Context: an optimization exercise on an open-source flow, tuned for a short achievable clock period and few clock cycles. The choices shown serve that exercise and are no tape-out recipe. The RTL was checked by simulation tests, not by an equivalence proof against the original design. No activity file was given, so power comes from the tool's default toggle rates.

==> inputs of 12-23 <==
## openmips
module openmips(
	input  wire        clk,
	input  wire        rst,
	input  wire [31:0] rom_data_i,
	output wire [31:0] rom_addr_o,
	output wire        rom_ce_o,
	input  wire [31:0] ram_data_i,
	output wire [31:0] ram_addr_o,
	output wire [31:0] ram_data_o,
	output wire        ram_we_o,
	output wire [3:0]  ram_sel_o,
	output wire        ram_ce_o,
	output wire        artificial_go_out
);
clock: 12.0 ns
lec_check: 0
abc_clock_period_in_ps: 4000
cap_margin: 20
core_margin: 2
core_utilization: 30
slew_margin: 20
standard.sh (not shown) runs the stock make flow with config.mk's settings and CLKGATE_MAP_FILE= SYNTH_SCRIPT=/design/flow/synth_recipe.tcl, a recipe that flattens the netlist after the stock synthesis.
==> flow/flow/run.sh <==
#!/bin/bash
set -euo pipefail
export SETUP_SLACK_MARGIN=7.15
export BUFFER_PORTS_ARGS="-buffer_cell sky130_fd_sc_hd__buf_4"
bash standard.sh SETUP_SLACK_MARGIN=7.15 "BUFFER_PORTS_ARGS=-buffer_cell sky130_fd_sc_hd__buf_4" finish > standard.log 2>&1
==> 02-07 (differences from 12-23) <==
--- a/flow/design.v
+++ b/flow/design.v
@@ -8,21 +8,26 @@
 	output wire [31:0] ram_addr_o,
 	output wire [31:0] ram_data_o,
 	output wire        ram_we_o,
 	output wire [3:0]  ram_sel_o,
 	output wire        ram_ce_o,
 	output wire        artificial_go_out
 );
+	reg         rst_q;
+	always @(posedge clk) rst_q <= rst;
 	reg  [31:0] pc;
 	reg         fd_valid;
 	reg  [31:0] fd_inst;
 	reg  [31:0] fd_pc;
 	reg         fd_pred;           
 	reg  [31:0] fd_rf1, fd_rf2;    
 	reg         fd_m1, fd_m2;      
+	reg  [31:0] fd_pc4;            
+	reg  [31:0] fd_tgt;            
+	reg  [31:0] fd_uval;           
 	reg  [8:0]  fd_dec;            
 	reg         fd_we;             
 	reg         dx_valid;
 	reg         dx_we;             
 	reg  [4:0]  dx_rd;
 	reg         dx_early;          
 	reg         p_go, p_we;
@@ -46,25 +51,27 @@
 	reg  [11:0] lst_imm;
 	reg  [3:0]  sb_v;
 	reg  [31:0] sb_a [0:3];
 	reg  [3:0]  sb_s [0:3];
 	reg  [31:0] sb_d [0:3];
 	reg  [1:0]  sb_h, sb_t;
 	reg  [2:0]  sb_n;
+	reg  [2:0]  sb_age;            
+	wire        sb_old = (sb_age == 3'd7);
 	reg         xw_we;
 	reg  [4:0]  xw_rd;
 	reg  [31:0] xw_res;
 	reg  [31:0] regs [1:31];
 	assign rom_addr_o        = rom_addr;
 	assign rom_ce_o          = 1'b1;
 	assign ram_addr_o        = p_addr;
 	assign ram_sel_o         = p_sel;
 	assign ram_ce_o          = p_go;
 	assign artificial_go_out = p_go;
-	assign ram_we_o          = p_we & ~rst;
+	assign ram_we_o          = p_we & ~rst;      
 	assign ram_data_o        = p_data;
 	wire [31:0] xa = dx_a;
 	wire [31:0] xb = dx_b;
 	wire [31:0] x_sum = dx_sub ? (xa - xb) : (xa + xb);
 	wire        x_lt  = ($signed(xa) < $signed(xb));
 	wire        x_ltu = (xa < xb);
 	wire [31:0] x_sll = dx_sa << dx_sh;
@@ -174,25 +181,24 @@
 	wire [31:0] fk  = fd_m1 ? fd_rf2 : fd_rf1;
 	wire [31:0] fbb = dx_csub ? ~dx_cb : dx_cb;
 	wire [31:0] ft  = dx_ca ^ fbb ^ fk;                              
 	wire [31:0] fco = (dx_ca & fbb) | ((dx_ca ^ fbb) & ~fk);          
 	wire f_sumeq = (fd_m1 & fd_m2) | ((ft[0] == dx_csub) & (fco[30:0] == ft[31:1]));
 	wire d_fast = is_br & (f3[2:1] == 2'b00) & s_sum & (fd_m1 | fd_m2);
 	wire d_brready = (r1 & r2) | d_fast;
-	wire [31:0] pc_plus4  = fd_pc + 32'd4;
-	wire [31:0] br_target = fd_pc + imm_b;
+	wire [31:0] pc_plus4  = fd_pc4;
+	wire [31:0] br_target = fd_tgt;
 	wire [31:0] jalr_target = addr_i & 32'hfffffffe;
 	wire d_go = fd_valid & ~d_stall & ~x_redirect;
 	wire d_tk = d_fast ? (f_sumeq ^ f3[0]) : d_taken;
 	wire d_brmis = is_br & d_brready & (d_tk != fd_pred);
 	wire d_redirect = d_go & ((is_jalr & ~fd_pred) | d_brmis);
-	wire [31:0] d_target = is_jalr ? jalr_target : (fd_pred ? pc_plus4 : br_target);
 	wire [31:0] st_w = v2;
 	always @(posedge clk) begin
-		if (rst) begin
+		if (rst_q) begin
 			dx_valid <= 1'b0;
 			dx_br    <= 1'b0;
 		end else begin
 			dx_valid <= d_go;
 			dx_br    <= d_go & is_br & ~d_brready;
 		end
 		dx_we    <= d_we;
@@ -230,32 +236,37 @@
 	wire sb_enq = d_go & is_store;
 	wire [2:0] sb_n_deq  = sb_n - {2'b0, p_we};
 	wire [2:0] sb_n_next = sb_n_deq + {2'b0, sb_enq};
 	wire [1:0] sb_hn = sb_h + {1'b0, p_we};
 	wire ld_next = d_go & is_load & ~ld_fwd;
 	wire ld_cand = fd_valid & is_load & ~ld_fwd & ~ld_blk;
 	wire drain_next = ~ld_cand & (sb_n_deq != 3'd0) &
-	                  (ic_seen | sb_n_deq[2] | ((sb_n_deq == 3'd3) & fd_valid & is_store) | (fd_valid & ld_blk));
+	                  (ic_seen | sb_old | sb_n_deq[2] | ((sb_n_deq == 3'd3) & fd_valid & is_store) | (fd_valid & ld_blk));
 	always @(posedge clk) begin
-		if (rst) begin
+		if (rst_q) begin
 			p_go <= 1'b0;
 			p_we <= 1'b0;
 			sb_v <= 4'b0;
 			sb_h <= 2'd0;
 			sb_t <= 2'd0;
 			sb_n <= 3'd0;
+			sb_age <= 3'd0;
 			lst_v <= 1'b0;
 		end else begin
 			if (sb_enq)
 				lst_v <= (f3 == 3'b010);
 			else if ((p_we & (sb_h == lst_idx)) | (d_go & d_we & (rd == lst_rs1)))
 				lst_v <= 1'b0;
 			p_go <= ld_next | drain_next;
 			p_we <= drain_next;
 			sb_n <= sb_n_next;
+			if (p_we | (sb_n == 3'd0))
+				sb_age <= 3'd0;
+			else if (!sb_old)
+				sb_age <= sb_age + 3'd1;
 			sb_h <= sb_hn;
 			if (p_we) sb_v[sb_h] <= 1'b0;
 			if (sb_enq) begin
 				sb_v[sb_t] <= 1'b1;
 				sb_t <= sb_t + 2'd1;
 			end
 		end
@@ -287,26 +298,29 @@
 	reg  [29:0] pf_tpc;
 	reg  [4:0]  pf_ttop;
 	reg  [31:0] rom_addr;          
 	wire [4:0]  rom_idx  = rom_addr[6:2];
 	wire        f_src_ic = p_go | pf_now;
 	wire ic_seen = ic_valid[ic_idx] & (ic_tag[ic_idx] == pc[31:7]);
 	wire ic_hit = ic_seen & ~(p_we & (p_addr[15:2] == pc[15:2]));
+	wire [31:0] pc_n4  = pc + 32'd4;
+	wire [4:0]  ic_nidx = pc_n4[6:2];
+	wire hit_pred = ic_seen & ic_valid[ic_nidx] & (ic_tag[ic_nidx] == pc_n4[31:7]);
 	wire [4:0]  st_idx = p_addr[6:2];
 	wire [24:0] st_tag = ic_tag[st_idx];
 	wire st_inv = p_we & (st_tag[8:0] == p_addr[15:7]);
 	always @(posedge clk) begin
 		if (!p_go) begin
 			ic_data[rom_idx] <= rom_data_i;
 			ic_tag[rom_idx]  <= rom_addr[31:7];
 			ic_pp[rom_idx]   <= sp_rom;
 			ic_pt[rom_idx]   <= st_rom;
 			ic_lp[rom_idx]   <= lp_rom;
 		end
-		if (rst)
+		if (rst_q)
 			ic_valid <= 32'b0;
 		else if (!p_go)
 			ic_valid[rom_idx] <= 1'b1;
 		else if (st_inv)
 			ic_valid[st_idx] <= 1'b0;
 	end
 	wire [31:0] f_ins = f_src_ic ? ic_data[ic_idx] : rom_data_i;
@@ -319,19 +333,20 @@
 	wire [4:0]  f_rs2 = f_ins[24:20];
 	wire [31:0] f_rf1 = (f_rs1 == 5'd0) ? 32'b0 : regs[f_rs1];
 	wire [31:0] f_rf2 = (f_rs2 == 5'd0) ? 32'b0 : regs[f_rs2];
 	wire [31:0] ic_word = ic_data[ic_idx];
 	wire        fp_rom, sp_rom, lp_rom;
 	wire [31:0] ft_rom, st_rom;
 	wire        d_early = is_lui | is_auipc;
-	wire        jok = fd_valid & (d_early | ld_fwd) & (rd != 5'd0);
+	wire        jok = fd_valid ? ((d_early | ld_fwd) & (rd != 5'd0)) : (dx_valid & dx_early & dx_we);
+	wire [4:0]  jrd = fd_valid ? rd : dx_rd;
 	wire [31:0] fwd_v = {fwd_w[7:0], fwd_w[15:8], fwd_w[23:16], fwd_w[31:24]};
-	wire [31:0] d_jv  = ld_fwd ? fwd_v : d_eval;
-	wire [31:0] d_eval = is_lui ? imm_u : (fd_pc + imm_u);
-	fpredict fpr (.pc(rom_addr), .ins(rom_data_i), .jok(jok), .jrd(rd), .jv(d_jv), .pred(fp_rom), .target(ft_rom),
+	wire [31:0] d_jv  = ~fd_valid ? dx_a : ld_fwd ? fwd_v : d_eval;
+	wire [31:0] d_eval = fd_uval;
+	fpredict fpr (.pc(rom_addr), .ins(rom_data_i), .jok(jok), .jrd(jrd), .jv(d_jv), .pred(fp_rom), .target(ft_rom),
 	              .spred(sp_rom), .starget(st_rom), .loop(lp_rom));
 	wire        dz_ok = fd_valid & is_alu & (f3 == 3'd0) & ~fd_m1 & (is_opi | ~fd_m2) & (rd != 5'd0);
 	wire        dz_sub = is_op & ins[30];
 	wire [31:0] dz_b = is_op ? (dz_sub ? ~fd_rf2 : fd_rf2) : imm_i;
 	wire [31:0] dz_t = fd_rf1 ^ dz_b;
 	wire [31:0] dz_c = fd_rf1 | dz_b;
 	wire        dz = (dz_t[0] == dz_sub) & (dz_c[30:0] == dz_t[31:1]);
@@ -339,24 +354,32 @@
 	                 (((f_rs1 == rd) & (f_rs2 == 5'd0)) | ((f_rs2 == rd) & (f_rs1 == 5'd0)));
 	wire        fz_taken = f_ins[12] ^ dz;
 	wire        f_pred   = fz ? fz_taken : f_src_ic ? ic_pp[ic_idx] : fp_rom;
 	wire [31:0] f_target = f_src_ic ? ic_pt[ic_idx] : ft_rom;
 	wire        f_loop   = f_src_ic ? ic_lp[ic_idx] : lp_rom;
 	wire [31:0] pc_seq = pc + 32'd4;
 	wire f_fetch = ~f_src_ic | ic_hit;
-	wire take_f = ~rst & ~x_redirect & ~d_redirect & ~d_stall & f_fetch;
-	wire [31:0] pc_other = rst ? 32'b0 : x_redirect ? dx_alt : d_redirect ? d_target :
-	                       (~d_stall & f_fetch) ? pc_seq : pc;
+	wire take_f = ~rst_q & ~x_redirect & ~d_redirect & ~d_stall & f_fetch;
+	wire go_f   = ~d_stall & f_fetch;
+	wire sel_x  = ~rst_q & x_redirect;
+	wire sel_dj = ~rst_q & ~x_redirect & d_redirect & is_jalr;
+	wire sel_db = ~rst_q & ~x_redirect & d_redirect & ~is_jalr;
+	wire sel_h  = ~rst_q & ~x_redirect & ~d_redirect & ~go_f;
 	wire pf_done  = pf_now & ((pf_addr[4:0] + 5'd1) == pf_top);
 	wire pf_on_next = pf_trig | (pf_on & ~pf_done);
-	wire pf_next = pf_on_next & ~ld_cand & ~drain_next & ic_seen & ~rst;
-	wire [31:0] pc_next = (take_f & f_pred) ? f_target : pc_other;
+	wire pf_next = pf_on_next & ~ld_cand & ~drain_next & hit_pred & ~rst_q;
+	wire [31:0] pc_next = ({32{sel_x}}  & dx_alt) |
+	                      ({32{sel_dj}} & jalr_target) |
+	                      ({32{sel_db}} & (fd_pred ? pc_plus4 : br_target)) |
+	                      ({32{take_f & f_pred}}  & f_target) |
+	                      ({32{take_f & ~f_pred}} & pc_seq) |
+	                      ({32{sel_h}}  & pc);
 	wire [29:0] pf_addr_next = pf_trig ? pf_tpc + 30'd1 : pf_now ? pf_addr + 30'd1 : pf_addr;
 	always @(posedge clk) begin
-		if (rst) begin
+		if (rst_q) begin
 			pf_on   <= 1'b0;
 			pf_now  <= 1'b0;
 			pf_trig <= 1'b0;
 			pf_brv  <= 1'b0;
 		end else begin
 			if (pf_trig) pf_brv <= 1'b1;
 			pf_on   <= pf_on_next;
@@ -370,21 +393,24 @@
 			pf_br   <= pf_tpc;
 			pf_top  <= pf_ttop;
 		end
 	end
 	always @(posedge clk) begin
 		pc <= pc_next;
 		rom_addr <= pf_next ? {pf_addr_next, 2'b00} : pc_next;
-		if (rst | x_redirect | d_redirect)
+		if (rst_q | x_redirect | d_redirect)
 			fd_valid <= 1'b0;
 		else if (!d_stall)
 			fd_valid <= f_fetch;
 		if (!d_stall) begin
 			fd_inst <= f_ins;
 			fd_pc   <= pc;
+			fd_pc4  <= pc_seq;
+			fd_tgt  <= f_src_ic ? ic_pt[ic_idx] : st_rom;
+			fd_uval <= (f_op == 7'b0110111) ? {f_ins[31:12], 12'b0} : (pc + {f_ins[31:12], 12'b0});
 			fd_pred <= f_pred;
 			fd_dec  <= f_dec;
 			fd_we   <= f_we;
 			fd_m1   <= fd_valid & d_we & (rd == f_rs1);
 			fd_m2   <= fd_valid & d_we & (rd == f_rs2);
 			fd_rf1  <= (x_wr && dx_rd == f_rs1) ? x_res : (xw_we && xw_rd == f_rs1) ? xw_res : f_rf1;
 			fd_rf2  <= (x_wr && dx_rd == f_rs2) ? x_res : (xw_we && xw_rd == f_rs2) ? xw_res : f_rf2;
==> 10-05 (differences from 12-23) <==
--- a/flow/design.v
+++ b/flow/design.v
@@ -8,21 +8,26 @@
 	output wire [31:0] ram_addr_o,
 	output wire [31:0] ram_data_o,
 	output wire        ram_we_o,
 	output wire [3:0]  ram_sel_o,
 	output wire        ram_ce_o,
 	output wire        artificial_go_out
 );
+	reg         rst_q;
+	always @(posedge clk) rst_q <= rst;
 	reg  [31:0] pc;
 	reg         fd_valid;
 	reg  [31:0] fd_inst;
 	reg  [31:0] fd_pc;
 	reg         fd_pred;           
 	reg  [31:0] fd_rf1, fd_rf2;    
 	reg         fd_m1, fd_m2;      
+	reg  [31:0] fd_pc4;            
+	reg  [31:0] fd_tgt;            
+	reg  [31:0] fd_uval;           
 	reg  [8:0]  fd_dec;            
 	reg         fd_we;             
 	reg         dx_valid;
 	reg         dx_we;             
 	reg  [4:0]  dx_rd;
 	reg         dx_early;          
 	reg         p_go, p_we;
@@ -46,25 +51,27 @@
 	reg  [11:0] lst_imm;
 	reg  [3:0]  sb_v;
 	reg  [31:0] sb_a [0:3];
 	reg  [3:0]  sb_s [0:3];
 	reg  [31:0] sb_d [0:3];
 	reg  [1:0]  sb_h, sb_t;
 	reg  [2:0]  sb_n;
+	reg  [2:0]  sb_age;            
+	wire        sb_old = (sb_age == 3'd7);
 	reg         xw_we;
 	reg  [4:0]  xw_rd;
 	reg  [31:0] xw_res;
 	reg  [31:0] regs [1:31];
 	assign rom_addr_o        = rom_addr;
 	assign rom_ce_o          = 1'b1;
 	assign ram_addr_o        = p_addr;
 	assign ram_sel_o         = p_sel;
 	assign ram_ce_o          = p_go;
 	assign artificial_go_out = p_go;
-	assign ram_we_o          = p_we & ~rst;
+	assign ram_we_o          = p_we & ~rst;      
 	assign ram_data_o        = p_data;
 	wire [31:0] xa = dx_a;
 	wire [31:0] xb = dx_b;
 	wire [31:0] x_sum = dx_sub ? (xa - xb) : (xa + xb);
 	wire        x_lt  = ($signed(xa) < $signed(xb));
 	wire        x_ltu = (xa < xb);
 	wire [31:0] x_sll = dx_sa << dx_sh;
@@ -174,25 +181,24 @@
 	wire [31:0] fk  = fd_m1 ? fd_rf2 : fd_rf1;
 	wire [31:0] fbb = dx_csub ? ~dx_cb : dx_cb;
 	wire [31:0] ft  = dx_ca ^ fbb ^ fk;                              
 	wire [31:0] fco = (dx_ca & fbb) | ((dx_ca ^ fbb) & ~fk);          
 	wire f_sumeq = (fd_m1 & fd_m2) | ((ft[0] == dx_csub) & (fco[30:0] == ft[31:1]));
 	wire d_fast = is_br & (f3[2:1] == 2'b00) & s_sum & (fd_m1 | fd_m2);
 	wire d_brready = (r1 & r2) | d_fast;
-	wire [31:0] pc_plus4  = fd_pc + 32'd4;
-	wire [31:0] br_target = fd_pc + imm_b;
+	wire [31:0] pc_plus4  = fd_pc4;
+	wire [31:0] br_target = fd_tgt;
 	wire [31:0] jalr_target = addr_i & 32'hfffffffe;
 	wire d_go = fd_valid & ~d_stall & ~x_redirect;
 	wire d_tk = d_fast ? (f_sumeq ^ f3[0]) : d_taken;
 	wire d_brmis = is_br & d_brready & (d_tk != fd_pred);
 	wire d_redirect = d_go & ((is_jalr & ~fd_pred) | d_brmis);
-	wire [31:0] d_target = is_jalr ? jalr_target : (fd_pred ? pc_plus4 : br_target);
 	wire [31:0] st_w = v2;
 	always @(posedge clk) begin
-		if (rst) begin
+		if (rst_q) begin
 			dx_valid <= 1'b0;
 			dx_br    <= 1'b0;
 		end else begin
 			dx_valid <= d_go;
 			dx_br    <= d_go & is_br & ~d_brready;
 		end
 		dx_we    <= d_we;
@@ -230,32 +236,37 @@
 	wire sb_enq = d_go & is_store;
 	wire [2:0] sb_n_deq  = sb_n - {2'b0, p_we};
 	wire [2:0] sb_n_next = sb_n_deq + {2'b0, sb_enq};
 	wire [1:0] sb_hn = sb_h + {1'b0, p_we};
 	wire ld_next = d_go & is_load & ~ld_fwd;
 	wire ld_cand = fd_valid & is_load & ~ld_fwd & ~ld_blk;
 	wire drain_next = ~ld_cand & (sb_n_deq != 3'd0) &
-	                  (ic_seen | sb_n_deq[2] | ((sb_n_deq == 3'd3) & fd_valid & is_store) | (fd_valid & ld_blk));
+	                  (ic_seen | sb_old | sb_n_deq[2] | ((sb_n_deq == 3'd3) & fd_valid & is_store) | (fd_valid & ld_blk));
 	always @(posedge clk) begin
-		if (rst) begin
+		if (rst_q) begin
 			p_go <= 1'b0;
 			p_we <= 1'b0;
 			sb_v <= 4'b0;
 			sb_h <= 2'd0;
 			sb_t <= 2'd0;
 			sb_n <= 3'd0;
+			sb_age <= 3'd0;
 			lst_v <= 1'b0;
 		end else begin
 			if (sb_enq)
 				lst_v <= (f3 == 3'b010);
 			else if ((p_we & (sb_h == lst_idx)) | (d_go & d_we & (rd == lst_rs1)))
 				lst_v <= 1'b0;
 			p_go <= ld_next | drain_next;
 			p_we <= drain_next;
 			sb_n <= sb_n_next;
+			if (p_we | (sb_n == 3'd0))
+				sb_age <= 3'd0;
+			else if (!sb_old)
+				sb_age <= sb_age + 3'd1;
 			sb_h <= sb_hn;
 			if (p_we) sb_v[sb_h] <= 1'b0;
 			if (sb_enq) begin
 				sb_v[sb_t] <= 1'b1;
 				sb_t <= sb_t + 2'd1;
 			end
 		end
@@ -287,26 +298,29 @@
 	reg  [29:0] pf_tpc;
 	reg  [4:0]  pf_ttop;
 	reg  [31:0] rom_addr;          
 	wire [4:0]  rom_idx  = rom_addr[6:2];
 	wire        f_src_ic = p_go | pf_now;
 	wire ic_seen = ic_valid[ic_idx] & (ic_tag[ic_idx] == pc[31:7]);
 	wire ic_hit = ic_seen & ~(p_we & (p_addr[15:2] == pc[15:2]));
+	wire [31:0] pc_n4  = pc + 32'd4;
+	wire [4:0]  ic_nidx = pc_n4[6:2];
+	wire hit_pred = ic_seen & ic_valid[ic_nidx] & (ic_tag[ic_nidx] == pc_n4[31:7]);
 	wire [4:0]  st_idx = p_addr[6:2];
 	wire [24:0] st_tag = ic_tag[st_idx];
 	wire st_inv = p_we & (st_tag[8:0] == p_addr[15:7]);
 	always @(posedge clk) begin
 		if (!p_go) begin
 			ic_data[rom_idx] <= rom_data_i;
 			ic_tag[rom_idx]  <= rom_addr[31:7];
 			ic_pp[rom_idx]   <= sp_rom;
 			ic_pt[rom_idx]   <= st_rom;
 			ic_lp[rom_idx]   <= lp_rom;
 		end
-		if (rst)
+		if (rst_q)
 			ic_valid <= 32'b0;
 		else if (!p_go)
 			ic_valid[rom_idx] <= 1'b1;
 		else if (st_inv)
 			ic_valid[st_idx] <= 1'b0;
 	end
 	wire [31:0] f_ins = f_src_ic ? ic_data[ic_idx] : rom_data_i;
@@ -319,19 +333,20 @@
 	wire [4:0]  f_rs2 = f_ins[24:20];
 	wire [31:0] f_rf1 = (f_rs1 == 5'd0) ? 32'b0 : regs[f_rs1];
 	wire [31:0] f_rf2 = (f_rs2 == 5'd0) ? 32'b0 : regs[f_rs2];
 	wire [31:0] ic_word = ic_data[ic_idx];
 	wire        fp_rom, sp_rom, lp_rom;
 	wire [31:0] ft_rom, st_rom;
 	wire        d_early = is_lui | is_auipc;
-	wire        jok = fd_valid & (d_early | ld_fwd) & (rd != 5'd0);
+	wire        jok = fd_valid ? ((d_early | ld_fwd) & (rd != 5'd0)) : (dx_valid & dx_early & dx_we);
+	wire [4:0]  jrd = fd_valid ? rd : dx_rd;
 	wire [31:0] fwd_v = {fwd_w[7:0], fwd_w[15:8], fwd_w[23:16], fwd_w[31:24]};
-	wire [31:0] d_jv  = ld_fwd ? fwd_v : d_eval;
-	wire [31:0] d_eval = is_lui ? imm_u : (fd_pc + imm_u);
-	fpredict fpr (.pc(rom_addr), .ins(rom_data_i), .jok(jok), .jrd(rd), .jv(d_jv), .pred(fp_rom), .target(ft_rom),
+	wire [31:0] d_jv  = ~fd_valid ? dx_a : ld_fwd ? fwd_v : d_eval;
+	wire [31:0] d_eval = fd_uval;
+	fpredict fpr (.pc(rom_addr), .ins(rom_data_i), .jok(jok), .jrd(jrd), .jv(d_jv), .pred(fp_rom), .target(ft_rom),
 	              .spred(sp_rom), .starget(st_rom), .loop(lp_rom));
 	wire        dz_ok = fd_valid & is_alu & (f3 == 3'd0) & ~fd_m1 & (is_opi | ~fd_m2) & (rd != 5'd0);
 	wire        dz_sub = is_op & ins[30];
 	wire [31:0] dz_b = is_op ? (dz_sub ? ~fd_rf2 : fd_rf2) : imm_i;
 	wire [31:0] dz_t = fd_rf1 ^ dz_b;
 	wire [31:0] dz_c = fd_rf1 | dz_b;
 	wire        dz = (dz_t[0] == dz_sub) & (dz_c[30:0] == dz_t[31:1]);
@@ -339,24 +354,32 @@
 	                 (((f_rs1 == rd) & (f_rs2 == 5'd0)) | ((f_rs2 == rd) & (f_rs1 == 5'd0)));
 	wire        fz_taken = f_ins[12] ^ dz;
 	wire        f_pred   = fz ? fz_taken : f_src_ic ? ic_pp[ic_idx] : fp_rom;
 	wire [31:0] f_target = f_src_ic ? ic_pt[ic_idx] : ft_rom;
 	wire        f_loop   = f_src_ic ? ic_lp[ic_idx] : lp_rom;
 	wire [31:0] pc_seq = pc + 32'd4;
 	wire f_fetch = ~f_src_ic | ic_hit;
-	wire take_f = ~rst & ~x_redirect & ~d_redirect & ~d_stall & f_fetch;
-	wire [31:0] pc_other = rst ? 32'b0 : x_redirect ? dx_alt : d_redirect ? d_target :
-	                       (~d_stall & f_fetch) ? pc_seq : pc;
+	wire take_f = ~rst_q & ~x_redirect & ~d_redirect & ~d_stall & f_fetch;
+	wire go_f   = ~d_stall & f_fetch;
+	wire sel_x  = ~rst_q & x_redirect;
+	wire sel_dj = ~rst_q & ~x_redirect & d_redirect & is_jalr;
+	wire sel_db = ~rst_q & ~x_redirect & d_redirect & ~is_jalr;
+	wire sel_h  = ~rst_q & ~x_redirect & ~d_redirect & ~go_f;
 	wire pf_done  = pf_now & ((pf_addr[4:0] + 5'd1) == pf_top);
 	wire pf_on_next = pf_trig | (pf_on & ~pf_done);
-	wire pf_next = pf_on_next & ~ld_cand & ~drain_next & ic_seen & ~rst;
-	wire [31:0] pc_next = (take_f & f_pred) ? f_target : pc_other;
+	wire pf_next = pf_on_next & ~ld_cand & ~drain_next & hit_pred & ~rst_q;
+	wire [31:0] pc_next = ({32{sel_x}}  & dx_alt) |
+	                      ({32{sel_dj}} & jalr_target) |
+	                      ({32{sel_db}} & (fd_pred ? pc_plus4 : br_target)) |
+	                      ({32{take_f & f_pred}}  & f_target) |
+	                      ({32{take_f & ~f_pred}} & pc_seq) |
+	                      ({32{sel_h}}  & pc);
 	wire [29:0] pf_addr_next = pf_trig ? pf_tpc + 30'd1 : pf_now ? pf_addr + 30'd1 : pf_addr;
 	always @(posedge clk) begin
-		if (rst) begin
+		if (rst_q) begin
 			pf_on   <= 1'b0;
 			pf_now  <= 1'b0;
 			pf_trig <= 1'b0;
 			pf_brv  <= 1'b0;
 		end else begin
 			if (pf_trig) pf_brv <= 1'b1;
 			pf_on   <= pf_on_next;
@@ -370,21 +393,24 @@
 			pf_br   <= pf_tpc;
 			pf_top  <= pf_ttop;
 		end
 	end
 	always @(posedge clk) begin
 		pc <= pc_next;
 		rom_addr <= pf_next ? {pf_addr_next, 2'b00} : pc_next;
-		if (rst | x_redirect | d_redirect)
+		if (rst_q | x_redirect | d_redirect)
 			fd_valid <= 1'b0;
 		else if (!d_stall)
 			fd_valid <= f_fetch;
 		if (!d_stall) begin
 			fd_inst <= f_ins;
 			fd_pc   <= pc;
+			fd_pc4  <= pc_seq;
+			fd_tgt  <= f_src_ic ? ic_pt[ic_idx] : st_rom;
+			fd_uval <= (f_op == 7'b0110111) ? {f_ins[31:12], 12'b0} : (pc + {f_ins[31:12], 12'b0});
 			fd_pred <= f_pred;
 			fd_dec  <= f_dec;
 			fd_we   <= f_we;
 			fd_m1   <= fd_valid & d_we & (rd == f_rs1);
 			fd_m2   <= fd_valid & d_we & (rd == f_rs2);
 			fd_rf1  <= (x_wr && dx_rd == f_rs1) ? x_res : (xw_we && xw_rd == f_rs1) ? xw_res : f_rf1;
 			fd_rf2  <= (x_wr && dx_rd == f_rs2) ? x_res : (xw_we && xw_rd == f_rs2) ? xw_res : f_rf2;
==> flow/flow/run.sh (replaced) <==
#!/bin/bash
set -euo pipefail
export SETUP_SLACK_MARGIN=7.3
export BUFFER_PORTS_ARGS="-buffer_cell sky130_fd_sc_hd__buf_4"
bash standard.sh SETUP_SLACK_MARGIN=7.3 "BUFFER_PORTS_ARGS=-buffer_cell sky130_fd_sc_hd__buf_4" finish > standard.log 2>&1
==> notes <==
10-05 finished but failed the layout checks on capacitance limit, slew limit. 02-07 completed without violations. 12-23 completed with no timing, DRC or antenna violations.
Power: 10-05 > 02-07 > 12-23.
Fmax: 12-23 is lower than 02-07 (1.5%).
The lowest hold slack belongs to 02-07, the highest to 12-23.
In sequential power, 02-07 and 12-23 hardly differ.
Wire length: 10-05 > 02-07 > 12-23.
Sequential cell count: 12-23 is lower than 02-07 (68).
Sequential share of layout area: 12-23 > 02-07 > 10-05.
==> figures <==
Antenna violations before repair: 10-05 67; 12-23 54; 02-07 77
Number of buffers outside the clock class in the layout: 10-05 1342; 12-23 1062; 02-07 1314
Antenna cells: 10-05 38; 12-23 35; 02-07 42
Summed instance area of the synthesized netlist: 10-05 234800 um^2; 12-23 227000 um^2; 02-07 234800 um^2
Clock power frac: 10-05 29.0%; 12-23 26.3%; 02-07 28.3%
Number of clock buffer instances in the layout: 10-05 682; 12-23 605; 02-07 651
Library cell appearing most often on the critical path: 10-05 -; 12-23 xnor2_1; 02-07 buf_6
Total clock sinks: 10-05 4942; 12-23 4874; 02-07 4942
Seq pwr share: 10-05 37.1%; 12-23 38.5%; 02-07 37.5%
Fraction of area in multi-input gates: 10-05 32.20%; 12-23 31.88%; 02-07 32.29%
Post-layout net count: 10-05 18.18k; 12-23 17.21k; 02-07 18.14k
Non-clock buffer contribution to total cell area: 10-05 6.319%; 12-23 4.627%; 02-07 5.997%
Tightest Pin Transition: 10-05 2.814 ns; 12-23 1.361 ns; 02-07 1.351 ns
Met1 routing resource usage after global routing: 10-05 30.58%; 12-23 30.11%; 02-07 31.37%
Status: 10-05 complete, but fails checks; 12-23 timing/DRC/antenna clean; 02-07 timing/DRC/antenna clean
Violated checks: 10-05 capacitance limit, slew limit; 12-23 -; 02-07 -
Timing startpoint of the critical path: 10-05 fd_inst[12]; 12-23 fd_pc[12]; 02-07 rom_data_i[23]
Testbench counts of 12-23, summed over its fixed seeds: cycles 55,453.
Testbench counts of 02-07, summed over its fixed seeds: cycles 55,407.
Testbench counts of 10-05, summed over its fixed seeds: cycles 55,407.

-- afterwards: timing with drivers on the ports --
How much do the figures lean on ideal ports? The routed layouts below were timed once more, with nothing changed but the port constraints. Step 1 assumes that a clkbuf_16 drives the clock port and a buf_2 every other input. Step 2, shift: input delay + t, output delay - t, t = (earliest + latest rising clock arrival at the registers) / 2. This alone moves slack from input paths to output paths. a / b / c = ideal / step 1 / step 2; a / b = the first two.
| run | t, ns | setup WS [ns] | worst setup path after step 2 | worst data-port slew with drivers (ns) |
|---|---|---|---|---|
| 12-23 | 1.190 | 6.702 / 6.366 / 5.524 | input to register | 0.60 |
| 02-07 | 1.232 | 6.782 / 6.605 / 5.372 | input to register | 0.42 |
| 10-05 | 1.238 | 6.792 / 6.727 / 5.489 | input to register | 0.36 |
The setup slack of 02-07, which loses most, moves by -0.177 ns with the drivers and by -1.410 ns with both steps.
